Source: an optimization exercise on an open RTL-to-GDS flow (aim: small area). Production flows keep margins and buffers that such runs may drop.
RTL that was checked went through simulation tests only; none was proved equivalent to the original.
For run 1, only the layout was checked, not whether the RTL still works.

## flow/design.v (module list and top-level ports; edited modules follow where they fit)
// module dds_mod_dds: 131 lines
// module dds_mod_dds_sine: 826 lines
// module dp_mod: 1168 lines
module dp_mod
	(
	input signed [15:0] id_data,	 
	input [23:0] id_frec_por,		 
	input [15:0] id_im_am,			 
	input [15:0] id_im_fm,			 
	input ic_fm_am, 				 
	input ic_rst,					 
	input ic_val_data,
	input clk,
	output signed [15:0] od_data,	 
	output oc_val_data
	);
  // ...
==> flow/flow/run.sh <==
#!/bin/bash
set -euo pipefail
R=orfs/results/sky130hd/dp_mod/base
bash standard.sh synth > standard_synth.log 2>&1
cp "$R/1_2_yosys.v" 1_2_yosys.std.v
python3 flow/invopt.py 1_2_yosys.std.v "$R/1_2_yosys.v" > invopt.log 2>&1
rm -f "$R/1_synth.odb"
bash standard.sh "BUFFER_PORTS_ARGS=-buffer_cell sky130_fd_sc_hd__buf_1" finish > standard.log 2>&1
==> flow/flow/invopt.py <==
#!/usr/bin/env python3
"""Inverter minimisation on a yosys gate-level netlist (sky130hd cells).
Full adders are self-dual: complementing all three inputs complements both outputs, so
each FA may be flipped. XOR2/XNOR2 absorb input inversions and may flip their output by
swapping xor2<->xnor2 (same footprint family). Inverter chains are collapsed and rebuilt
so that each signal needs at most one inverter. Registers and all other cells are kept.
usage: invopt.py in.v out.v"""
import re, sys, random
src=open(sys.argv[1]).read()
m=re.search(r'(module\s+\w+\s*\(.*?\);)(.*?)(endmodule)',src,re.S)
head,body,tail=m.group(1),m.group(2),m.group(3)
# split body into statements
stmts=[s.strip() for s in re.split(r';\s*\n',body) if s.strip()]
decls=[]; cells=[]
cellre=re.compile(r'^(\S+)\s+(\S+|\\\S+\s)\s*\((.*)\)$',re.S)
portnets=set(); outports=set(); inports=set()
for s in stmts:
    if re.match(r'^(input|output|wire|inout)\b',s):
        decls.append(s)
        mm=re.match(r'^(input|output)\s*(\[(\d+):(\d+)\])?\s*(\S+)$',s)
        if mm:
            nm=mm.group(5)
            if mm.group(2):
                hi,lo=int(mm.group(3)),int(mm.group(4))
                bits=[f"{nm}[{i}]" for i in range(min(hi,lo),max(hi,lo)+1)]
            else: bits=[nm]
            (outports if mm.group(1)=='output' else inports).update(bits)
        continue
    if s.startswith('assign'): raise SystemExit('assign not supported')
    mm=cellre.match(s)
    if not mm: raise SystemExit('cannot parse: '+s[:200])
    typ,name,pins=mm.group(1),mm.group(2).strip(),mm.group(3)
    pd={}
    for p,n in re.findall(r'\.(\w+)\(\s*((?:\\\S+\s)|[^()]*?)\s*\)',pins):
        pd[p]=n.strip()
    cells.append([typ,name,pd])
def short(t): return t.replace('sky130_fd_sc_hd__','')
OUTP={'X','Y','Q','Q_N','SUM','COUT','HI','LO'}
def is_inv(t): return re.match(r'(clk)?inv_\d+$',short(t)) is not None
def is_fa(t): return re.match(r'fa_\d+$',short(t)) is not None
def is_xor(t): return re.match(r'x(n)?or2_\d+$',short(t)) is not None
def is_ha(t): return re.match(r'ha_\d+$',short(t)) is not None
def netkey(n): return n
drv={}
for i,(t,nm,pd) in enumerate(cells):
    for p,n in pd.items():
        if p in OUTP: drv[n]=(i,p)
# inverters to collapse: those whose output is not a port
collapse=set()
for i,(t,nm,pd) in enumerate(cells):
    if is_inv(t) and pd['Y'] not in outports: collapse.add(i)
def root(n):
    par=0; seen=0
    while n in drv and drv[n][0] in collapse:
        i=drv[n][0]; n=cells[i][2]['A']; par^=1; seen+=1
        if seen>1000: raise SystemExit('loop')
    return n,par
# loads: list of (cell idx, pin, root, parity)
loads=[]
for i,(t,nm,pd) in enumerate(cells):
    if i in collapse: continue
    for p,n in pd.items():
        if p in OUTP: continue
        if n.startswith("1'") or n=='' : continue
        r,par=root(n)
        loads.append((i,p,r,par))
# output ports driven by collapsed inverters? (excluded from collapse) ; output ports driven directly are fine
# variables
var={}  # cell idx -> 0/1 flip
for i,(t,nm,pd) in enumerate(cells):
    if i in collapse: continue
    if is_fa(t) or is_xor(t) or is_ha(t): var[i]=0
def drvflip(r):
    if r in drv:
        i,p=drv[r]
        if i in var:
            if is_ha(cells[i][0]): return (var[i]>>(1 if p=='COUT' else 0))&1
            return var[i]
    return 0
loads_by_root={}
for L in loads: loads_by_root.setdefault(L[2],[]).append(L)
def needs(L):
    i,p,r,par=L
    t=cells[i][0]
    if is_xor(t) and i in var: return 0
    lf=var.get(i,0) if is_fa(t) else 0
    return par ^ lf ^ drvflip(r)
def rootcost(r):
    c=4*(1 if any(needs(L) for L in loads_by_root.get(r,[])) else 0)
    if r in drv:
        i,p=drv[r]
        if i in var and is_ha(cells[i][0]) and p=='SUM' and var[i]==1: c+=3
    return c
# roots affected by a var: its output nets and its input roots
aff={}
for i in var:
    rs=set()
    for p,n in cells[i][2].items():
        if p in OUTP: rs.add(n)
    for L in loads:
        pass
    aff[i]=rs
for L in loads:
    if L[0] in var: aff[L[0]].add(L[2])
allroots=set(loads_by_root)
def total(): return sum(rootcost(r) for r in allroots)
c0=total(); print('cost before:',c0,'original inverter cells:',len(collapse),file=sys.stderr)
random.seed(1)
import math
order=list(var)
cur=total(); best=cur; bestvar=dict(var)
T=1.0
for step in range(200000):
    i=random.choice(order)
    before=sum(rootcost(r) for r in aff[i])
    old=var[i]
    if is_ha(cells[i][0]): var[i]=random.choice([x for x in range(4) if x!=old])
    else: var[i]^=1
    after=sum(rootcost(r) for r in aff[i])
    d=after-before
    if d<=0 or random.random()<math.exp(-d/(4*T)):
        cur+=d
        if cur<best: best=cur; bestvar=dict(var)
    else: var[i]=old
    T=max(0.02,1.0*(1-step/150000))
var.update(bestvar)
c1=total(); print('after:',c1,file=sys.stderr)
# emit
newcells=[]; newwires=[]; invnet={}
def inv_of(r):
    if r not in invnet:
        k=len(invnet); n=f"_invopt_{k}_"; invnet[r]=n; newwires.append(n)
        newcells.append(('sky130_fd_sc_hd__inv_1',f"_invopt_c{k}_",{'A':r,'Y':n}))
    return invnet[r]
load_map={}
for L in loads:
    i,p,r,par=L
    t=cells[i][0]
    if is_xor(t) and i in var:
        load_map[(i,p)]=(r, par ^ drvflip(r))  # connect root directly; record delivered inversion
    else:
        load_map[(i,p)]=(inv_of(r) if needs(L) else r, 0)
out=[]
for i,(t,nm,pd) in enumerate(cells):
    if i in collapse: continue
    pd=dict(pd)
    if is_xor(t) and i in var:
        d=0
        for p in list(pd):
            if p in OUTP: continue
            if (i,p) in load_map:
                n,dv=load_map[(i,p)]; pd[p]=n; d^=dv
        orig_xnor = 'xnor' in short(t)
        new_xnor = orig_xnor ^ var[i] ^ d
        drive=short(t).split('_')[-1]
        t=f"sky130_fd_sc_hd__{'xnor2' if new_xnor else 'xor2'}_{drive}"
        onet=pd.pop('X',None) or pd.pop('Y')
        pd['Y' if new_xnor else 'X']=onet
    elif is_ha(t) and i in var and var[i]!=0:
        for p in list(pd):
            if (i,p) in load_map: pd[p]=load_map[(i,p)][0]
        sf=var[i]&1; cf=(var[i]>>1)&1
        out.append(('sky130_fd_sc_hd__xnor2_1' if sf else 'sky130_fd_sc_hd__xor2_1', nm+'_s' if not nm.startswith('\\') else nm+'_s', {'A':pd['A'],'B':pd['B'],('Y' if sf else 'X'):pd['SUM']}))
        out.append(('sky130_fd_sc_hd__nand2_1' if cf else 'sky130_fd_sc_hd__and2_1', nm+'_c', {'A':pd['A'],'B':pd['B'],('Y' if cf else 'X'):pd['COUT']}))
        continue
    else:
        for p in list(pd):
            if (i,p) in load_map: pd[p]=load_map[(i,p)][0]
    out.append((t,nm,pd))
# size new inverters by fanout (inv_2 has the same area as inv_1 in sky130hd)
fo={}
for (i,p),(n,_) in load_map.items(): fo[n]=fo.get(n,0)+1
newcells=[(('sky130_fd_sc_hd__inv_2' if fo.get(pd['Y'],0)>3 else t),nm,pd) for (t,nm,pd) in newcells]
out+=newcells
def emit(t,nm,pd):
    ps=",\n".join(f"    .{p}({n} )" for p,n in pd.items())
    return f"  {t} {nm} (\n{ps}\n  );"
# FA flips: output nets unchanged names; their loads were computed with flips. Note an FA output that
# feeds a port directly (not through inverter) with flip=1 would be wrong: guard
for i in var:
    if var[i] and is_fa(cells[i][0]):
        for p,n in cells[i][2].items():
            if p in OUTP and n in outports: raise SystemExit('flipped FA drives port')
    if var[i] and is_ha(cells[i][0]):
        for p,n in cells[i][2].items():
            if p in OUTP and n in outports: raise SystemExit('flipped HA drives port')
    if var[i] and is_xor(cells[i][0]):
        for p,n in cells[i][2].items():
            if p in OUTP and n in outports: raise SystemExit('flipped XOR drives port')
res=head+"\n"+"\n".join("  "+d+" ;" for d in decls)+"\n"+"\n".join(f"  wire {w} ;" for w in newwires)+"\n"+"\n".join(emit(*c) for c in out)+"\n"+tail+"\n"
open(sys.argv[2],'w').write(res)
print('inverter cells after:',len(newcells),file=sys.stderr)
==> flow/standard.sh <==
#!/bin/bash
# synth_recipe.tcl (not shown) runs the flow's synth.tcl, then flattens the netlist and writes it again
# the make line also repeats each setting of config.mk as NAME=value (left out here)
make -C /OpenROAD-flow-scripts/flow DESIGN_CONFIG=/design/flow/config.mk WORK_HOME=/design/flow/orfs CLKGATE_MAP_FILE= SYNTH_SCRIPT=/design/flow/synth_recipe.tcl "${@:-finish}"
==> flow/config.mk <==
export PLATFORM = sky130hd
export DESIGN_NAME = dp_mod
export DESIGN_NICKNAME = dp_mod
export VERILOG_FILES = /design/flow/design.v
export SDC_FILE = /design/flow/constraint.sdc
export NUM_CORES = 4
export LEC_CHECK = 0
export ABC_AREA = 1
export CAP_MARGIN = 20
export CORE_MARGIN = 2
export CORE_UTILIZATION = 55
export CTS_CLUSTER_DIAMETER = 70
export CTS_CLUSTER_SIZE = 30
export GPL_TIMING_DRIVEN = 1
export PLACE_DENSITY = 0.65
export SLEW_MARGIN = 20
export SYNTH_MEMORY_MAX_BITS = 131072
==> flow/constraint.sdc <==
create_clock -name core_clock -period 12.0 [get_ports {clk}]
set_input_delay 2.4000 -clock core_clock [delete_from_list [all_inputs] [get_ports {clk}]]
set_output_delay 2.4000 -clock core_clock [all_outputs]
set_load 0.01 [all_outputs]
==> impl_metrics.py, run 1 <==
metrics = {
    "outcome": {
        "outcome": "timing/DRC/antenna clean",
    },
    "clocking": {
        "postCtsSetupBuffers": 0,
        "cts_made_buffers": 14,
    },
    "worst_setup_path": {
        "slowest_delay_ps": 510,
        "crit_type": "input port to register",
        "cpMostUsedCell": "fa_1",
        "crit_cells": 27,
        "cp.required_ps": 12390,
        "worst-path-buf-inv": 2,
        "crit_end": "dds.acc[23]$_SDFF_PP0_",
    },
    "sta": {
        "clock_skew_ps": 35.7,
        "timing.final.ws_setup_ps": 335,
        "drv_slew": 0,
        "worstMarginPinSlew_ps": 1070,
        "rsz0062_at_grt": "false",
    },
    "place": {
        "io_buffers": 92,
        "placed_cells": 3786,
    },
    "floorplanning": {
        "taps": 607,
        "dieArea_sq_um": 48700,
        "initial_utilization_pct": 55.6,
    },
    "drt": {
        "ant_nets": 0,
        "wl_per_cell_microns": 24.2,
        "dr.pass1.iters": 7,
        "first_iter_violations": 2953,
        "dr_total_vias": 23800,
        "wl_met1_microns": 37200,
    },
    "global_route": {
        "met2_usage_pct": 57.6,
        "grt-ovfl-total": 0,
    },
    "finish": {
        "largestClassByArea": "multi-input combinational cells",
        "final_cell_mix": "475 x nand2_1, 343 x fa_1, 301 x nor2_1, 257 x o22ai_1, 257 x inv_1",
        "antenna_cells": 1,
        "nFillCells": 4156,
        "nMultiInputCombCells": 2396,
        "buffer_area_share_pct": 4.39,
    },
    "worst_hold_path": {
        "worstHoldPathCells": 0,
    },
}
==> module dds_mod_dds, before the edit <==
module dds_mod_dds (
	input clk,
	input ic_rst,			 
	input ic_rh1,			 
	input ic_rh2,			 
	input [23:0] id_inc,	 
	input [23:0] id_frec,	 
	output [14:0] od_sin_mag,
	output od_sin_neg
);
logic [23:0] acc;
logic [14:0] x_ph;			 
logic [14:0] z0, z;		 
logic [15:0] sin_r;		 
wire ac1, ac2, ac3, ac4, ac5, ac6, ac7, ac8, ac9, ac10, ac11, ac12, ac13, ac14, ac15, ac16;
wire ac17, ac18, ac19, ac20, ac21, ac22, ac23, ac24, ac25, ac26, ac27, ac28, ac29, ac30, ac31, ac32;
wire ac33, ac34, ac35, ac36, ac37, ac38, ac39, ac40, ac41, ac42, ac43, ac44, ac45, ac46, ac47, ac48;
wire ac49, ac50, ac51, ac52, ac53, ac54, ac55, ac56, ac57, ac58, ac59, ac60, ac61, ac62, ac63, ac64;
wire ac65, ac66, ac67, ac68, ac69, ac70, ac71, ac72, ac73, ac74, ac75, ac76, ac77, ac78, ac79, ac80;
wire ac81, ac82, ac83, ac84, ac85, ac86, ac87, ac88, ac89, ac90, ac91, ac92, ac93, ac94, ac95, ac96;
assign ac1 = acc[0] ^ id_inc[0];
assign ac2 = acc[0] & id_inc[0];
assign ac3 = acc[1] ^ id_inc[1] ^ id_frec[1];
assign ac4 = (acc[1] & id_inc[1]) | (acc[1] & id_frec[1]) | (id_inc[1] & id_frec[1]);
assign ac5 = acc[2] ^ id_inc[2] ^ id_frec[2];
assign ac6 = (acc[2] & id_inc[2]) | (acc[2] & id_frec[2]) | (id_inc[2] & id_frec[2]);
assign ac7 = acc[3] ^ id_inc[3] ^ id_frec[3];
assign ac8 = (acc[3] & id_inc[3]) | (acc[3] & id_frec[3]) | (id_inc[3] & id_frec[3]);
assign ac9 = acc[4] ^ id_inc[4] ^ id_frec[4];
assign ac10 = (acc[4] & id_inc[4]) | (acc[4] & id_frec[4]) | (id_inc[4] & id_frec[4]);
assign ac11 = acc[5] ^ id_inc[5] ^ id_frec[5];
assign ac12 = (acc[5] & id_inc[5]) | (acc[5] & id_frec[5]) | (id_inc[5] & id_frec[5]);
assign ac13 = acc[6] ^ id_inc[6] ^ id_frec[6];
assign ac14 = (acc[6] & id_inc[6]) | (acc[6] & id_frec[6]) | (id_inc[6] & id_frec[6]);
assign ac15 = acc[7] ^ id_inc[7] ^ id_frec[7];
assign ac16 = (acc[7] & id_inc[7]) | (acc[7] & id_frec[7]) | (id_inc[7] & id_frec[7]);
assign ac17 = acc[8] ^ id_inc[8] ^ id_frec[8];
assign ac18 = (acc[8] & id_inc[8]) | (acc[8] & id_frec[8]) | (id_inc[8] & id_frec[8]);
assign ac19 = acc[9] ^ id_inc[9] ^ id_frec[9];
assign ac20 = (acc[9] & id_inc[9]) | (acc[9] & id_frec[9]) | (id_inc[9] & id_frec[9]);
assign ac21 = acc[10] ^ id_inc[10] ^ id_frec[10];
assign ac22 = (acc[10] & id_inc[10]) | (acc[10] & id_frec[10]) | (id_inc[10] & id_frec[10]);
assign ac23 = acc[11] ^ id_inc[11] ^ id_frec[11];
assign ac24 = (acc[11] & id_inc[11]) | (acc[11] & id_frec[11]) | (id_inc[11] & id_frec[11]);
assign ac25 = acc[12] ^ id_inc[12] ^ id_frec[12];
assign ac26 = (acc[12] & id_inc[12]) | (acc[12] & id_frec[12]) | (id_inc[12] & id_frec[12]);
assign ac27 = acc[13] ^ id_inc[13] ^ id_frec[13];
assign ac28 = (acc[13] & id_inc[13]) | (acc[13] & id_frec[13]) | (id_inc[13] & id_frec[13]);
assign ac29 = acc[14] ^ id_inc[14] ^ id_frec[14];
assign ac30 = (acc[14] & id_inc[14]) | (acc[14] & id_frec[14]) | (id_inc[14] & id_frec[14]);
assign ac31 = acc[15] ^ id_inc[15] ^ id_frec[15];
assign ac32 = (acc[15] & id_inc[15]) | (acc[15] & id_frec[15]) | (id_inc[15] & id_frec[15]);
assign ac33 = acc[16] ^ id_inc[16] ^ id_frec[16];
assign ac34 = (acc[16] & id_inc[16]) | (acc[16] & id_frec[16]) | (id_inc[16] & id_frec[16]);
assign ac35 = acc[17] ^ id_inc[17] ^ id_frec[17];
assign ac36 = (acc[17] & id_inc[17]) | (acc[17] & id_frec[17]) | (id_inc[17] & id_frec[17]);
assign ac37 = acc[18] ^ id_inc[18] ^ id_frec[18];
assign ac38 = (acc[18] & id_inc[18]) | (acc[18] & id_frec[18]) | (id_inc[18] & id_frec[18]);
assign ac39 = acc[19] ^ id_inc[19] ^ id_frec[19];
assign ac40 = (acc[19] & id_inc[19]) | (acc[19] & id_frec[19]) | (id_inc[19] & id_frec[19]);
assign ac41 = acc[20] ^ id_inc[20] ^ id_frec[20];
assign ac42 = (acc[20] & id_inc[20]) | (acc[20] & id_frec[20]) | (id_inc[20] & id_frec[20]);
assign ac43 = acc[21] ^ id_inc[21] ^ id_frec[21];
assign ac44 = (acc[21] & id_inc[21]) | (acc[21] & id_frec[21]) | (id_inc[21] & id_frec[21]);
assign ac45 = acc[22] ^ id_inc[22] ^ id_frec[22];
assign ac46 = (acc[22] & id_inc[22]) | (acc[22] & id_frec[22]) | (id_inc[22] & id_frec[22]);
assign ac47 = acc[23] ^ id_inc[23] ^ id_frec[23];
assign ac48 = (acc[23] & id_inc[23]) | (acc[23] & id_frec[23]) | (id_inc[23] & id_frec[23]);
assign ac49 = ac1 ^ id_frec[0];
assign ac50 = ac1 & id_frec[0];
assign ac51 = ac2 ^ ac3 ^ ac50;
assign ac52 = (ac2 & ac3) | (ac2 & ac50) | (ac3 & ac50);
assign ac53 = ac4 ^ ac5 ^ ac52;
assign ac54 = (ac4 & ac5) | (ac4 & ac52) | (ac5 & ac52);
assign ac55 = ac6 ^ ac7 ^ ac54;
assign ac56 = (ac6 & ac7) | (ac6 & ac54) | (ac7 & ac54);
assign ac57 = ac8 ^ ac9 ^ ac56;
assign ac58 = (ac8 & ac9) | (ac8 & ac56) | (ac9 & ac56);
assign ac59 = ac10 ^ ac11 ^ ac58;
assign ac60 = (ac10 & ac11) | (ac10 & ac58) | (ac11 & ac58);
assign ac61 = ac12 ^ ac13 ^ ac60;
assign ac62 = (ac12 & ac13) | (ac12 & ac60) | (ac13 & ac60);
assign ac63 = ac14 ^ ac15 ^ ac62;
assign ac64 = (ac14 & ac15) | (ac14 & ac62) | (ac15 & ac62);
assign ac65 = ac16 ^ ac17 ^ ac64;
assign ac66 = (ac16 & ac17) | (ac16 & ac64) | (ac17 & ac64);
assign ac67 = ac18 ^ ac19 ^ ac66;
assign ac68 = (ac18 & ac19) | (ac18 & ac66) | (ac19 & ac66);
assign ac69 = ac20 ^ ac21 ^ ac68;
assign ac70 = (ac20 & ac21) | (ac20 & ac68) | (ac21 & ac68);
assign ac71 = ac22 ^ ac23 ^ ac70;
assign ac72 = (ac22 & ac23) | (ac22 & ac70) | (ac23 & ac70);
assign ac73 = ac24 ^ ac25 ^ ac72;
assign ac74 = (ac24 & ac25) | (ac24 & ac72) | (ac25 & ac72);
assign ac75 = ac26 ^ ac27 ^ ac74;
assign ac76 = (ac26 & ac27) | (ac26 & ac74) | (ac27 & ac74);
assign ac77 = ac28 ^ ac29 ^ ac76;
assign ac78 = (ac28 & ac29) | (ac28 & ac76) | (ac29 & ac76);
assign ac79 = ac30 ^ ac31 ^ ac78;
assign ac80 = (ac30 & ac31) | (ac30 & ac78) | (ac31 & ac78);
assign ac81 = ac32 ^ ac33 ^ ac80;
assign ac82 = (ac32 & ac33) | (ac32 & ac80) | (ac33 & ac80);
assign ac83 = ac34 ^ ac35 ^ ac82;
assign ac84 = (ac34 & ac35) | (ac34 & ac82) | (ac35 & ac82);
assign ac85 = ac36 ^ ac37 ^ ac84;
assign ac86 = (ac36 & ac37) | (ac36 & ac84) | (ac37 & ac84);
assign ac87 = ac38 ^ ac39 ^ ac86;
assign ac88 = (ac38 & ac39) | (ac38 & ac86) | (ac39 & ac86);
assign ac89 = ac40 ^ ac41 ^ ac88;
assign ac90 = (ac40 & ac41) | (ac40 & ac88) | (ac41 & ac88);
assign ac91 = ac42 ^ ac43 ^ ac90;
assign ac92 = (ac42 & ac43) | (ac42 & ac90) | (ac43 & ac90);
assign ac93 = ac44 ^ ac45 ^ ac92;
assign ac94 = (ac44 & ac45) | (ac44 & ac92) | (ac45 & ac92);
assign ac95 = ac46 ^ ac47 ^ ac94;
assign ac96 = (ac46 & ac47) | (ac46 & ac94) | (ac47 & ac94);
wire [23:0] acc_n = {ac95, ac93, ac91, ac89, ac87, ac85, ac83, ac81, ac79, ac77, ac75, ac73, ac71, ac69, ac67, ac65, ac63, ac61, ac59, ac57, ac55, ac53, ac51, ac49};
wire [14:0] y;
wire [12:0] z_a = z[12:0] ^ {13{z[13]}};
dds_mod_dds_sine rom (.a(z_a), .y(y));
wire hold = ic_rh1 | ic_rh2;
always_ff @(posedge clk) begin
	acc <= (ic_rst | ic_rh1) ? 24'd0 : acc_n;
	x_ph <= acc[23:9];
	z0 <= hold ? 15'd0 : x_ph;
	z <= z0;
	sin_r <= {z[14], y};
end
assign od_sin_mag = sin_r[14:0];
assign od_sin_neg = sin_r[15];
endmodule
==> inputs of run 2 (changes only) <==
--- a/flow/design.v
+++ b/flow/design.v
@@ -13,16 +13,19 @@
 logic [14:0] z0, z;		 
 logic [15:0] sin_r;		 
 wire ac1, ac2, ac3, ac4, ac5, ac6, ac7, ac8, ac9, ac10, ac11, ac12, ac13, ac14, ac15, ac16;
 wire ac17, ac18, ac19, ac20, ac21, ac22, ac23, ac24, ac25, ac26, ac27, ac28, ac29, ac30, ac31, ac32;
 wire ac33, ac34, ac35, ac36, ac37, ac38, ac39, ac40, ac41, ac42, ac43, ac44, ac45, ac46, ac47, ac48;
 wire ac49, ac50, ac51, ac52, ac53, ac54, ac55, ac56, ac57, ac58, ac59, ac60, ac61, ac62, ac63, ac64;
 wire ac65, ac66, ac67, ac68, ac69, ac70, ac71, ac72, ac73, ac74, ac75, ac76, ac77, ac78, ac79, ac80;
 wire ac81, ac82, ac83, ac84, ac85, ac86, ac87, ac88, ac89, ac90, ac91, ac92, ac93, ac94, ac95, ac96;
+wire ac97, ac98, ac99, ac100, ac101, ac102, ac103, ac104, ac105, ac106, ac107, ac108, ac109, ac110, ac111, ac112;
+wire ac113, ac114, ac115, ac116, ac117, ac118, ac119, ac120, ac121, ac122, ac123, ac124, ac125, ac126, ac127, ac128;
+wire ac129, ac130, ac131, ac132;
 assign ac1 = acc[0] ^ id_inc[0];
 assign ac2 = acc[0] & id_inc[0];
 assign ac3 = acc[1] ^ id_inc[1] ^ id_frec[1];
 assign ac4 = (acc[1] & id_inc[1]) | (acc[1] & id_frec[1]) | (id_inc[1] & id_frec[1]);
 assign ac5 = acc[2] ^ id_inc[2] ^ id_frec[2];
 assign ac6 = (acc[2] & id_inc[2]) | (acc[2] & id_frec[2]) | (id_inc[2] & id_frec[2]);
 assign ac7 = acc[3] ^ id_inc[3] ^ id_frec[3];
 assign ac8 = (acc[3] & id_inc[3]) | (acc[3] & id_frec[3]) | (id_inc[3] & id_frec[3]);
@@ -85,41 +88,77 @@
 assign ac65 = ac16 ^ ac17 ^ ac64;
 assign ac66 = (ac16 & ac17) | (ac16 & ac64) | (ac17 & ac64);
 assign ac67 = ac18 ^ ac19 ^ ac66;
 assign ac68 = (ac18 & ac19) | (ac18 & ac66) | (ac19 & ac66);
 assign ac69 = ac20 ^ ac21 ^ ac68;
 assign ac70 = (ac20 & ac21) | (ac20 & ac68) | (ac21 & ac68);
 assign ac71 = ac22 ^ ac23 ^ ac70;
 assign ac72 = (ac22 & ac23) | (ac22 & ac70) | (ac23 & ac70);
-assign ac73 = ac24 ^ ac25 ^ ac72;
-assign ac74 = (ac24 & ac25) | (ac24 & ac72) | (ac25 & ac72);
-assign ac75 = ac26 ^ ac27 ^ ac74;
-assign ac76 = (ac26 & ac27) | (ac26 & ac74) | (ac27 & ac74);
-assign ac77 = ac28 ^ ac29 ^ ac76;
-assign ac78 = (ac28 & ac29) | (ac28 & ac76) | (ac29 & ac76);
-assign ac79 = ac30 ^ ac31 ^ ac78;
-assign ac80 = (ac30 & ac31) | (ac30 & ac78) | (ac31 & ac78);
-assign ac81 = ac32 ^ ac33 ^ ac80;
-assign ac82 = (ac32 & ac33) | (ac32 & ac80) | (ac33 & ac80);
-assign ac83 = ac34 ^ ac35 ^ ac82;
-assign ac84 = (ac34 & ac35) | (ac34 & ac82) | (ac35 & ac82);
-assign ac85 = ac36 ^ ac37 ^ ac84;
-assign ac86 = (ac36 & ac37) | (ac36 & ac84) | (ac37 & ac84);
-assign ac87 = ac38 ^ ac39 ^ ac86;
-assign ac88 = (ac38 & ac39) | (ac38 & ac86) | (ac39 & ac86);
-assign ac89 = ac40 ^ ac41 ^ ac88;
-assign ac90 = (ac40 & ac41) | (ac40 & ac88) | (ac41 & ac88);
-assign ac91 = ac42 ^ ac43 ^ ac90;
-assign ac92 = (ac42 & ac43) | (ac42 & ac90) | (ac43 & ac90);
-assign ac93 = ac44 ^ ac45 ^ ac92;
-assign ac94 = (ac44 & ac45) | (ac44 & ac92) | (ac45 & ac92);
-assign ac95 = ac46 ^ ac47 ^ ac94;
-assign ac96 = (ac46 & ac47) | (ac46 & ac94) | (ac47 & ac94);
-wire [23:0] acc_n = {ac95, ac93, ac91, ac89, ac87, ac85, ac83, ac81, ac79, ac77, ac75, ac73, ac71, ac69, ac67, ac65, ac63, ac61, ac59, ac57, ac55, ac53, ac51, ac49};
+assign ac73 = ac24 ^ ac25;
+assign ac74 = ac24 & ac25;
+assign ac75 = ~(ac24 ^ ac25);
+assign ac76 = ac24 | ac25;
+assign ac77 = ac26 ^ ac27 ^ ac74;
+assign ac78 = (ac26 & ac27) | (ac26 & ac74) | (ac27 & ac74);
+assign ac79 = ac26 ^ ac27 ^ ac76;
+assign ac80 = (ac26 & ac27) | (ac26 & ac76) | (ac27 & ac76);
+assign ac81 = ac28 ^ ac29 ^ ac78;
+assign ac82 = (ac28 & ac29) | (ac28 & ac78) | (ac29 & ac78);
+assign ac83 = ac28 ^ ac29 ^ ac80;
+assign ac84 = (ac28 & ac29) | (ac28 & ac80) | (ac29 & ac80);
+assign ac85 = ac30 ^ ac31 ^ ac82;
+assign ac86 = (ac30 & ac31) | (ac30 & ac82) | (ac31 & ac82);
+assign ac87 = ac30 ^ ac31 ^ ac84;
+assign ac88 = (ac30 & ac31) | (ac30 & ac84) | (ac31 & ac84);
+assign ac89 = ac32 ^ ac33 ^ ac86;
+assign ac90 = (ac32 & ac33) | (ac32 & ac86) | (ac33 & ac86);
+assign ac91 = ac32 ^ ac33 ^ ac88;
+assign ac92 = (ac32 & ac33) | (ac32 & ac88) | (ac33 & ac88);
+assign ac93 = ac34 ^ ac35 ^ ac90;
+assign ac94 = (ac34 & ac35) | (ac34 & ac90) | (ac35 & ac90);
+assign ac95 = ac34 ^ ac35 ^ ac92;
+assign ac96 = (ac34 & ac35) | (ac34 & ac92) | (ac35 & ac92);
+assign ac97 = ac36 ^ ac37 ^ ac94;
+assign ac98 = (ac36 & ac37) | (ac36 & ac94) | (ac37 & ac94);
+assign ac99 = ac36 ^ ac37 ^ ac96;
+assign ac100 = (ac36 & ac37) | (ac36 & ac96) | (ac37 & ac96);
+assign ac101 = ac38 ^ ac39 ^ ac98;
+assign ac102 = (ac38 & ac39) | (ac38 & ac98) | (ac39 & ac98);
+assign ac103 = ac38 ^ ac39 ^ ac100;
+assign ac104 = (ac38 & ac39) | (ac38 & ac100) | (ac39 & ac100);
+assign ac105 = ac40 ^ ac41 ^ ac102;
+assign ac106 = (ac40 & ac41) | (ac40 & ac102) | (ac41 & ac102);
+assign ac107 = ac40 ^ ac41 ^ ac104;
+assign ac108 = (ac40 & ac41) | (ac40 & ac104) | (ac41 & ac104);
+assign ac109 = ac42 ^ ac43 ^ ac106;
+assign ac110 = (ac42 & ac43) | (ac42 & ac106) | (ac43 & ac106);
+assign ac111 = ac42 ^ ac43 ^ ac108;
+assign ac112 = (ac42 & ac43) | (ac42 & ac108) | (ac43 & ac108);
+assign ac113 = ac44 ^ ac45 ^ ac110;
+assign ac114 = (ac44 & ac45) | (ac44 & ac110) | (ac45 & ac110);
+assign ac115 = ac44 ^ ac45 ^ ac112;
+assign ac116 = (ac44 & ac45) | (ac44 & ac112) | (ac45 & ac112);
+assign ac117 = ac46 ^ ac47 ^ ac114;
+assign ac118 = (ac46 & ac47) | (ac46 & ac114) | (ac47 & ac114);
+assign ac119 = ac46 ^ ac47 ^ ac116;
+assign ac120 = (ac46 & ac47) | (ac46 & ac116) | (ac47 & ac116);
+assign ac121 = ac72 ? ac75 : ac73;
+assign ac122 = ac72 ? ac79 : ac77;
+assign ac123 = ac72 ? ac83 : ac81;
+assign ac124 = ac72 ? ac87 : ac85;
+assign ac125 = ac72 ? ac91 : ac89;
+assign ac126 = ac72 ? ac95 : ac93;
+assign ac127 = ac72 ? ac99 : ac97;
+assign ac128 = ac72 ? ac103 : ac101;
+assign ac129 = ac72 ? ac107 : ac105;
+assign ac130 = ac72 ? ac111 : ac109;
+assign ac131 = ac72 ? ac115 : ac113;
+assign ac132 = ac72 ? ac119 : ac117;
+wire [23:0] acc_n = {ac132, ac131, ac130, ac129, ac128, ac127, ac126, ac125, ac124, ac123, ac122, ac121, ac71, ac69, ac67, ac65, ac63, ac61, ac59, ac57, ac55, ac53, ac51, ac49};
 wire [14:0] y;
 wire [12:0] z_a = z[12:0] ^ {13{z[13]}};
 dds_mod_dds_sine rom (.a(z_a), .y(y));
 wire hold = ic_rh1 | ic_rh2;
 always_ff @(posedge clk) begin
 	acc <= (ic_rst | ic_rh1) ? 24'd0 : acc_n;
 	x_ph <= acc[23:9];
 	z0 <= hold ? 15'd0 : x_ph;
@@ -593,17 +632,19 @@
 wire sn225, sn226, sn227, sn228, sn229, sn230, sn231, sn232, sn233, sn234, sn235, sn236, sn237, sn238, sn239, sn240;
 wire sn241, sn242, sn243, sn244, sn245, sn246, sn247, sn248, sn249, sn250, sn251, sn252, sn253, sn254, sn255, sn256;
 wire sn257, sn258, sn259, sn260, sn261, sn262, sn263, sn264, sn265, sn266, sn267, sn268, sn269, sn270, sn271, sn272;
 wire sn273, sn274, sn275, sn276, sn277, sn278, sn279, sn280, sn281, sn282, sn283, sn284, sn285, sn286, sn287, sn288;
 wire sn289, sn290, sn291, sn292, sn293, sn294, sn295, sn296, sn297, sn298, sn299, sn300, sn301, sn302, sn303, sn304;
 wire sn305, sn306, sn307, sn308, sn309, sn310, sn311, sn312, sn313, sn314, sn315, sn316, sn317, sn318, sn319, sn320;
 wire sn321, sn322, sn323, sn324, sn325, sn326, sn327, sn328, sn329, sn330, sn331, sn332, sn333, sn334, sn335, sn336;
 wire sn337, sn338, sn339, sn340, sn341, sn342, sn343, sn344, sn345, sn346, sn347, sn348, sn349, sn350, sn351, sn352;
-wire sn353;
+wire sn353, sn354, sn355, sn356, sn357, sn358, sn359, sn360, sn361, sn362, sn363, sn364, sn365, sn366, sn367, sn368;
+wire sn369, sn370, sn371, sn372, sn373, sn374, sn375, sn376, sn377, sn378, sn379, sn380, sn381, sn382, sn383, sn384;
+wire sn385, sn386, sn387;
 assign sn1 = tb[0] & m[1];
 assign sn2 = tb[0] & m[2];
 assign sn3 = tb[0] & m[3];
 assign sn4 = tb[0] & m[4];
 assign sn5 = tb[0] & m[5];
 assign sn6 = tb[1] & m[0];
 assign sn7 = tb[1] & m[1];
 assign sn8 = tb[1] & m[2];
@@ -925,39 +966,73 @@
 assign sn324 = sn289 ^ sn290 ^ sn323;
 assign sn325 = (sn289 & sn290) | (sn289 & sn323) | (sn290 & sn323);
 assign sn326 = sn291 ^ sn292 ^ sn325;
 assign sn327 = (sn291 & sn292) | (sn291 & sn325) | (sn292 & sn325);
 assign sn328 = sn293 ^ sn294 ^ sn327;
 assign sn329 = (sn293 & sn294) | (sn293 & sn327) | (sn294 & sn327);
 assign sn330 = sn295 ^ sn296 ^ sn329;
 assign sn331 = (sn295 & sn296) | (sn295 & sn329) | (sn296 & sn329);
-assign sn332 = sn297 ^ sn298 ^ sn331;
-assign sn333 = (sn297 & sn298) | (sn297 & sn331) | (sn298 & sn331);
-assign sn334 = sn299 ^ sn300 ^ sn333;
-assign sn335 = (sn299 & sn300) | (sn299 & sn333) | (sn300 & sn333);
-assign sn336 = sn301 ^ sn302 ^ sn335;
-assign sn337 = (sn301 & sn302) | (sn301 & sn335) | (sn302 & sn335);
-assign sn338 = sn303 ^ sn304 ^ sn337;
-assign sn339 = (sn303 & sn304) | (sn303 & sn337) | (sn304 & sn337);
-assign sn340 = sn305 ^ ta[16] ^ sn339;
-assign sn341 = (sn305 & ta[16]) | (sn305 & sn339) | (ta[16] & sn339);
-assign sn342 = ta[17] ^ sn341;
-assign sn343 = ta[17] & sn341;
-assign sn344 = ta[18] ^ sn343;
-assign sn345 = ta[18] & sn343;
-assign sn346 = ta[19] ^ sn345;
-assign sn347 = ta[19] & sn345;
-assign sn348 = ta[20] ^ sn347;
-assign sn349 = ta[20] & sn347;
-assign sn350 = ta[21] ^ sn349;
-assign sn351 = ta[21] & sn349;
-assign sn352 = ta[22] ^ sn351;
-assign sn353 = ta[22] & sn351;
-wire [29:0] g = {sn353,sn352,sn350,sn348,sn346,sn344,sn342,sn340,sn338,sn336,sn334,sn332,sn330,sn328,sn326,sn324,sn322,sn320,sn318,sn316,sn314,sn312,sn310,sn308,sn306,1'b0,1'b0,1'b0,1'b0,1'b0};
+assign sn332 = sn297 ^ sn298;
+assign sn333 = sn297 & sn298;
+assign sn334 = ~(sn297 ^ sn298);
+assign sn335 = sn297 | sn298;
+assign sn336 = sn299 ^ sn300 ^ sn333;
+assign sn337 = (sn299 & sn300) | (sn299 & sn333) | (sn300 & sn333);
+assign sn338 = sn299 ^ sn300 ^ sn335;
+assign sn339 = (sn299 & sn300) | (sn299 & sn335) | (sn300 & sn335);
+assign sn340 = sn301 ^ sn302 ^ sn337;
+assign sn341 = (sn301 & sn302) | (sn301 & sn337) | (sn302 & sn337);
+assign sn342 = sn301 ^ sn302 ^ sn339;
+assign sn343 = (sn301 & sn302) | (sn301 & sn339) | (sn302 & sn339);
+assign sn344 = sn303 ^ sn304 ^ sn341;
+assign sn345 = (sn303 & sn304) | (sn303 & sn341) | (sn304 & sn341);
+assign sn346 = sn303 ^ sn304 ^ sn343;
+assign sn347 = (sn303 & sn304) | (sn303 & sn343) | (sn304 & sn343);
+assign sn348 = sn305 ^ ta[16] ^ sn345;
+assign sn349 = (sn305 & ta[16]) | (sn305 & sn345) | (ta[16] & sn345);
+assign sn350 = sn305 ^ ta[16] ^ sn347;
+assign sn351 = (sn305 & ta[16]) | (sn305 & sn347) | (ta[16] & sn347);
+assign sn352 = ta[17] ^ sn349;
+assign sn353 = ta[17] & sn349;
+assign sn354 = ta[17] ^ sn351;
+assign sn355 = ta[17] & sn351;
+assign sn356 = ta[18] ^ sn353;
+assign sn357 = ta[18] & sn353;
+assign sn358 = ta[18] ^ sn355;
+assign sn359 = ta[18] & sn355;
+assign sn360 = ta[19] ^ sn357;
+assign sn361 = ta[19] & sn357;
+assign sn362 = ta[19] ^ sn359;
+assign sn363 = ta[19] & sn359;
+assign sn364 = ta[20] ^ sn361;
+assign sn365 = ta[20] & sn361;
+assign sn366 = ta[20] ^ sn363;
+assign sn367 = ta[20] & sn363;
+assign sn368 = ta[21] ^ sn365;
+assign sn369 = ta[21] & sn365;
+assign sn370 = ta[21] ^ sn367;
+assign sn371 = ta[21] & sn367;
+assign sn372 = ta[22] ^ sn369;
+assign sn373 = ta[22] & sn369;
+assign sn374 = ta[22] ^ sn371;
+assign sn375 = ta[22] & sn371;
+assign sn376 = sn331 ? sn334 : sn332;
+assign sn377 = sn331 ? sn338 : sn336;
+assign sn378 = sn331 ? sn342 : sn340;
+assign sn379 = sn331 ? sn346 : sn344;
+assign sn380 = sn331 ? sn350 : sn348;
+assign sn381 = sn331 ? sn354 : sn352;
+assign sn382 = sn331 ? sn358 : sn356;
+assign sn383 = sn331 ? sn362 : sn360;
+assign sn384 = sn331 ? sn366 : sn364;
+assign sn385 = sn331 ? sn370 : sn368;
+assign sn386 = sn331 ? sn374 : sn372;
+assign sn387 = sn331 ? sn375 : sn373;
+wire [29:0] g = {sn387,sn386,sn385,sn384,sn383,sn382,sn381,sn380,sn379,sn378,sn377,sn376,sn330,sn328,sn326,sn324,sn322,sn320,sn318,sn316,sn314,sn312,sn310,sn308,sn306,1'b0,1'b0,1'b0,1'b0,1'b0};
 assign y = g[29] ? 15'h7fff : g[28:14];
 endmodule
 module dp_mod
 	(
 	input signed [15:0] id_data,	 
 	input [23:0] id_frec_por,		 
 	input [15:0] id_im_am,			 
 	input [15:0] id_im_fm,			 
==> flow/flow/run.sh (replaced) <==
#!/bin/bash
set -euo pipefail
R=orfs/results/sky130hd/dp_mod/base
bash standard.sh synth > standard_synth.log 2>&1
cp "$R/1_2_yosys.v" 1_2_yosys.std.v
python3 flow/invopt.py 1_2_yosys.std.v "$R/1_2_yosys.v" > invopt.log 2>&1
rm -f "$R/1_synth.odb"
bash standard.sh > standard.log 2>&1
--- a/flow/config.mk
+++ b/flow/config.mk
@@ -6,12 +6,12 @@
 export NUM_CORES = 4
 export LEC_CHECK = 0
 export ABC_AREA = 1
 export CAP_MARGIN = 20
 export CORE_MARGIN = 2
 export CORE_UTILIZATION = 55
 export CTS_CLUSTER_DIAMETER = 70
 export CTS_CLUSTER_SIZE = 30
-export GPL_TIMING_DRIVEN = 1
+export GPL_TIMING_DRIVEN = 0
 export PLACE_DENSITY = 0.65
 export SLEW_MARGIN = 20
 export SYNTH_MEMORY_MAX_BITS = 131072
==> run 2 against run 1 <==
Effect of this change: critical path depth grew 17; flip-flop and latch count is the same; largest cell class unchanged; cell area grew 3.0%; still clean; critical endpoint is now dds.sin_r[13]$_SDFF_PP1_; clock skew shrank 2.9 ps.
==> impl_metrics.py, run 2 <==
metrics = {
    "clocking": {
        "clkSinkCount": 230,
        "clk_path_buf_depth": 3,
        "path_clk_slew_ps": 120,
        "cts_made_buffers": 13,
        "root_buffer": "clkbuf_16",
        "hold_buffers": 0,
        "cts_max_level": 1,
        "insertion_delay_ps": 510,
        "cts_tree": "done",
    },
    "finish": {
        "design_area_sq_um": 28500,
        "fin_cells": 3934,
        "final_nets": 3829,
        "nFillCells": 3779,
        "antenna_cells": 0,
        "final_common_cell": "nand2_1",
        "final_cell_mix": "492 x nand2_1, 330 x fa_1, 308 x nor2_1, 279 x inv_1, 260 x o22ai_1",
        "drive_above_1_share_pct": 7.36,
        "reg.largest.list": "b0res: 24 flops, dds.acc: 24 flops",
        "area_delta_synth_final_pct": 10.0,
    },
    "worst_setup_path": {
        "timing.rr.start": "dds.z[13]$_DFF_P_",
        "crit_type": "register to register",
        "cpMostUsedCell": "fa_1",
        "worst-path-buf-inv": 10,
        "crit_path_start": "dds.z[13]$_DFF_P_",
        "end_kind": "register",
        "path_max_fanout": 10,
        "cp.arrival_ps": 12050,
        "startpoint_type": "register",
        "slowest_delay_ps": 670,
        "slowest_stage": "clkbuf_1",
        "cp.required_ps": 12370,
        "path_delay_family": "adder cells",
    },
    "floorplanning": {
        "die_w_microns": 221,
        "dieArea_sq_um": 48900,
        "core-area_sq_um": 46600,
        "io-pin-count": 93,
        "initial_utilization_pct": 55.6,
        "die_h_microns": 221,
        "fp-row-count": 79,
    },
    "drt": {
        "viasPerCell": 6.69,
        "drc": 0,
        "dr_total_vias": 26300,
        "ant_nets": 0,
        "dr.pass1.iters": 10,
        "first_iter_violations": 3726,
        "wirelength_microns": 113000,
        "wl_per_cell_microns": 28.8,
    },
    "sta": {
        "clock_skew_ps": 32.7,
        "finalHoldViolCount": 0,
        "finalSetupTns_ps": 0,
        "slew_headroom_pct": 15.6,
        "rsz0062_at_grt": "false",
        "post-route-period-util_pct": 97.3,
        "max_freq_ghz": 0.0856,
        "worstMarginPinSlew_ps": 1230,
        "drv_slew": 0,
        "finalCriticalPeriod_ps": 11680,
        "holdWs_ps": 334,
        "finalSetupViolCount": 0,
    },
    "place": {
        "dpl.hpwl_microns": 86100,
        "place_area_sq_um": 27700,
        "gp_congestion": 1.14,
        "placed_cells": 3903,
        "io_buffers": 92,
    },
    "global_route": {
        "grt_pass1_vias": 26700,
        "grt.total_usage_pct": 45.8,
        "antenna_found_initial": 3,
        "grt_pass1_wl_microns": 168000,
        "grt_max_degree": 31,
        "grt-ovfl-total": 0,
    },
    "worst_hold_path": {
        "min_from": "dds.z0[7]$_SDFF_PP0_",
        "hold_path.class": "register to register",
    },
    "outcome": {
        "outcome": "timing/DRC/antenna clean",
    },
    "job": {
        "cap_violations": 0,
    },
    "synthesis": {
        "syn-cell-area_sq_um": 25900,
        "synth_nets": 3708,
        "synth_warnings": 3,
        "syn_area_per_cell_sq_um": 8.09,
        "syn_inst": 3202,
    },
}
run 2: per-stage QoR:
| stage | setup slack (ps) | utilization, % |
|---|---|---|
| 2_1_floorplan | 1440 | - |
| 3_3_place_gp | -408 | 59.3 |
| 3_5_place_dp | -837 | 59.5 |
| 4_1_cts | 19.4 | 60.6 |
| 5_1_grt | 24.5 | 61.2 |
| 6_report | 320 | 61.2 |
run 2: repair_timing:
item                                    CTS  global route
setup buffers                             1            10
gates resized for setup                  12            71
endpoints found under the hold margin     0             0
pin swaps                                 1             1
endpoints found under the setup margin   24            24
cloned                                    0             0
run 2: final timing paths:
| check | cells past startpoint | slack [ps] | endpoint |
|---|---|---|---|
| worst max-delay path | 44 | 320 | dds.sin_r[13]$_SDFF_PP1_ |
| worst min-delay path | 0 | 330 | dds.z[7]$_DFF_P_ |
| worst max register to register | 44 | 320 | dds.sin_r[13]$_SDFF_PP1_ |
| worst min register to register | 0 | 330 | dds.z[7]$_DFF_P_ |
run 2: layout make-up:
cell class | instances | area (sq um) | area share (%)
multi-input cells | 2438 | 19600 | 68.7
flip-flops and latches | 230 | 4600 | 16.2
inverters | 373 | 1400 | 4.91
repair buffers | 106 | 1070 | 3.74
well taps | 607 | 759 | 2.66
plain buffers | 161 | 666 | 2.34
clock buffers | 15 | 353 | 1.24
clock inverters | 4 | 78.8 | 0.277
run 2: per-layer routing:
metal	GRT usage (%)	vias to the layer above	share of wire [%]
met1	56.4	12500	35
met4	31.1	6	9.1
li1	-	10700	-
met5	0	-	0.059
met2	69.9	2324	43
met3	13.1	734	13
==> inputs of run 3 (changes only) <==
--- a/flow/flow/run.sh
+++ b/flow/flow/run.sh
@@ -5,4 +5,4 @@
 cp "$R/1_2_yosys.v" 1_2_yosys.std.v
 python3 flow/invopt.py 1_2_yosys.std.v "$R/1_2_yosys.v" > invopt.log 2>&1
 rm -f "$R/1_synth.odb"
-bash standard.sh > standard.log 2>&1
+bash standard.sh "BUFFER_PORTS_ARGS=-buffer_cell sky130_fd_sc_hd__buf_1" finish > standard.log 2>&1
--- a/flow/config.mk
+++ b/flow/config.mk
@@ -11,7 +11,7 @@
 export CORE_UTILIZATION = 55
 export CTS_CLUSTER_DIAMETER = 70
 export CTS_CLUSTER_SIZE = 30
-export GPL_TIMING_DRIVEN = 0
+export GPL_TIMING_DRIVEN = 1
 export PLACE_DENSITY = 0.65
 export SLEW_MARGIN = 20
 export SYNTH_MEMORY_MAX_BITS = 131072
==> run 3 against run 2 <==
Effect of this change: non-clock buffer count down 73; area after synthesis unchanged; critical path type unchanged; via count down 7.2%; final cell count down 1.8%; maximum frequency up 7.4%; first-iteration DRC count down 0.70%; clock-buffer cell count down 1.
==> impl_metrics.py, run 3 <==
metrics = {
    "global_route": {
        "grt_pass1_wl_microns": 149000,
        "grt.total_usage_pct": 39.5,
        "grt-ovfl-total": 0,
        "grt_pass1_vias": 24600,
        "grt_max_degree": 69,
        "antenna_found_initial": 1,
    },
    "drt": {
        "wirelength_microns": 97300,
        "first_iter_violations": 3700,
        "viasPerCell": 6.32,
        "dr_total_vias": 24400,
        "wl_per_cell_microns": 25.2,
        "drc": 0,
        "ant_nets": 0,
        "dr.pass1.iters": 6,
    },
    "finish": {
        "fin_cells": 3862,
        "reg.largest.list": "b0res: 24 flops, dds.acc: 24 flops",
        "drive_above_1_share_pct": 8.23,
        "antenna_cells": 0,
        "design_area_sq_um": 27700,
        "final_cell_mix": "494 x nand2_1, 331 x fa_1, 317 x nor2_1, 279 x inv_1, 260 x o22ai_1",
        "final_nets": 3756,
        "area_delta_synth_final_pct": 6.79,
        "final_common_cell": "nand2_1",
        "final_util_pct": 59.4,
    },
    "place": {
        "gp_congestion": 1.03,
        "dpl.hpwl_microns": 75900,
        "io_buffers": 92,
        "placed_cells": 3842,
        "place_area_sq_um": 27200,
    },
    "job": {
        "cap_violations": 0,
    },
    "clocking": {
        "insertion_delay_ps": 510,
        "cts_max_level": 1,
        "cts_made_buffers": 13,
        "clk_path_buf_depth": 3,
        "root_buffer": "clkbuf_16",
        "cts.repair.resized": 0,
        "postCtsSetupBuffers": 0,
        "cts_tree": "done",
        "path_clk_slew_ps": 120,
        "hold_buffers": 0,
        "clkSinkCount": 230,
    },
    "sta": {
        "max_freq_ghz": 0.0919,
        "slew_headroom_pct": 25.9,
        "finalCriticalPeriod_ps": 10880,
        "post-route-period-util_pct": 90.6,
        "rsz0062_at_grt": "false",
        "drv_slew": 0,
        "finalSetupViolCount": 0,
        "finalHoldViolCount": 0,
        "finalSetupTns_ps": 0,
        "worstMarginPinSlew_ps": 1100,
        "clock_skew_ps": 17.6,
    },
    "worst_setup_path": {
        "slowest_delay_ps": 550,
        "startpoint_type": "register",
        "crit_type": "register to register",
        "cp.required_ps": 12390,
        "path_max_fanout": 12,
        "cpMostUsedCell": "fa_1",
        "cp.arrival_ps": 11270,
        "end_kind": "register",
        "slowest_stage": "fa_1",
    },
    "floorplanning": {
        "io-pin-count": 93,
        "core-area_sq_um": 46600,
        "die_w_microns": 221,
        "initial_utilization_pct": 55.6,
        "fp-row-count": 79,
        "die_h_microns": 221,
        "dieArea_sq_um": 48900,
    },
    "synthesis": {
        "synth_nets": 3708,
        "syn_area_per_cell_sq_um": 8.09,
        "syn_inst": 3202,
        "synth_warnings": 3,
        "syn-cell-area_sq_um": 25900,
    },
    "worst_hold_path": {
        "hold_path.class": "register to register",
    },
    "outcome": {
        "outcome": "timing/DRC/antenna clean",
    },
}
[run 3: through the flow]
stage          setup WS [ps]  hold slack, ps
3_3_place_gp            1120             311
4_1_cts                 1330             326
2_1_floorplan           1440             310
5_1_grt                  560             337
3_5_place_dp             935             312
6_report                1120             327
[run 3: worst paths after layout]
check	start	endpoint	slack, ps	cells past startpoint
setup / recovery	dds.z[13]$_DFF_P_	dds.sin_r[11]$_SDFF_PP1_	1120	46
hold / removal	d1[14]$_DFF_P_	d2[14]$_DFF_P_	330	0
setup reg to reg	dds.z[13]$_DFF_P_	dds.sin_r[11]$_SDFF_PP1_	1120	46
hold reg to reg	d1[14]$_DFF_P_	d2[14]$_DFF_P_	330	0
[run 3: area by class of cell]
type                    instances  area (sq um)
clock inverters                 6           103
flip-flops and latches        230          4600
fillers                      4135         18900
multi-input cells            2438         19300
repair buffers                194          1140
clock buffers                  14           329
well taps                     607           759
inverters                     373          1400
[run 3: critical path, delay by kind of cell, from the launching register on]
family / cells / cell delay (ps)
compound gates: 11 / 1930
buf+inv: 8 / 900
xor+xnor: 1 / 150
flops: 1 / 540
simple gates: 11 / 1810
fa+ha+maj: 15 / 5400
[run 3: layer usage]
layer,track usage [%],wire length [microns],vias up
li1,-,-,10500
met1,53.7,37500,11900
met2,60.4,42500,1680
met3,9.44,12200,349
met4,16.9,5240,0
met5,0,0,-

## afterwards: timing with drivers on the ports
How much do the figures lean on ideal ports? The routed layouts below were timed once more, with nothing changed but the port constraints. Step 1 sets driving cells, clkbuf_16 on the clock port and buf_2 on the other inputs (assumed; they add their load-dependent delay and slew). Step 2 adds t to the input delays and takes it off the output delays; t is the mean of the earliest and latest rising clock arrival at the registers after step 1. Input paths then give back, and output paths get back, about the clock's delay inside the block. Slacks: ideal ports / drivers / drivers and shift; pairs: ideal ports / drivers.
run | t (ns) | slack for setup (ns) | hold WS [ns] | worst setup path after step 2
run 1 | 0.545 | 0.335 / 0.367 / -0.178 | 0.332 / 0.332 / 0.332 | input to register
run 2 | 0.555 | 0.320 / 0.320 / -0.151 | 0.334 / 0.334 / 0.334 | input to register
run 3 | 0.548 | 1.124 / 1.124 / 0.880 | 0.327 / 0.327 / 0.327 | input to register
With both steps, setup timing fails in run 1 and run 2, where it was met with ideal ports. For run 1, which loses most, drivers alone change the setup slack by +0.032 ns; drivers and shift together by -0.513 ns.
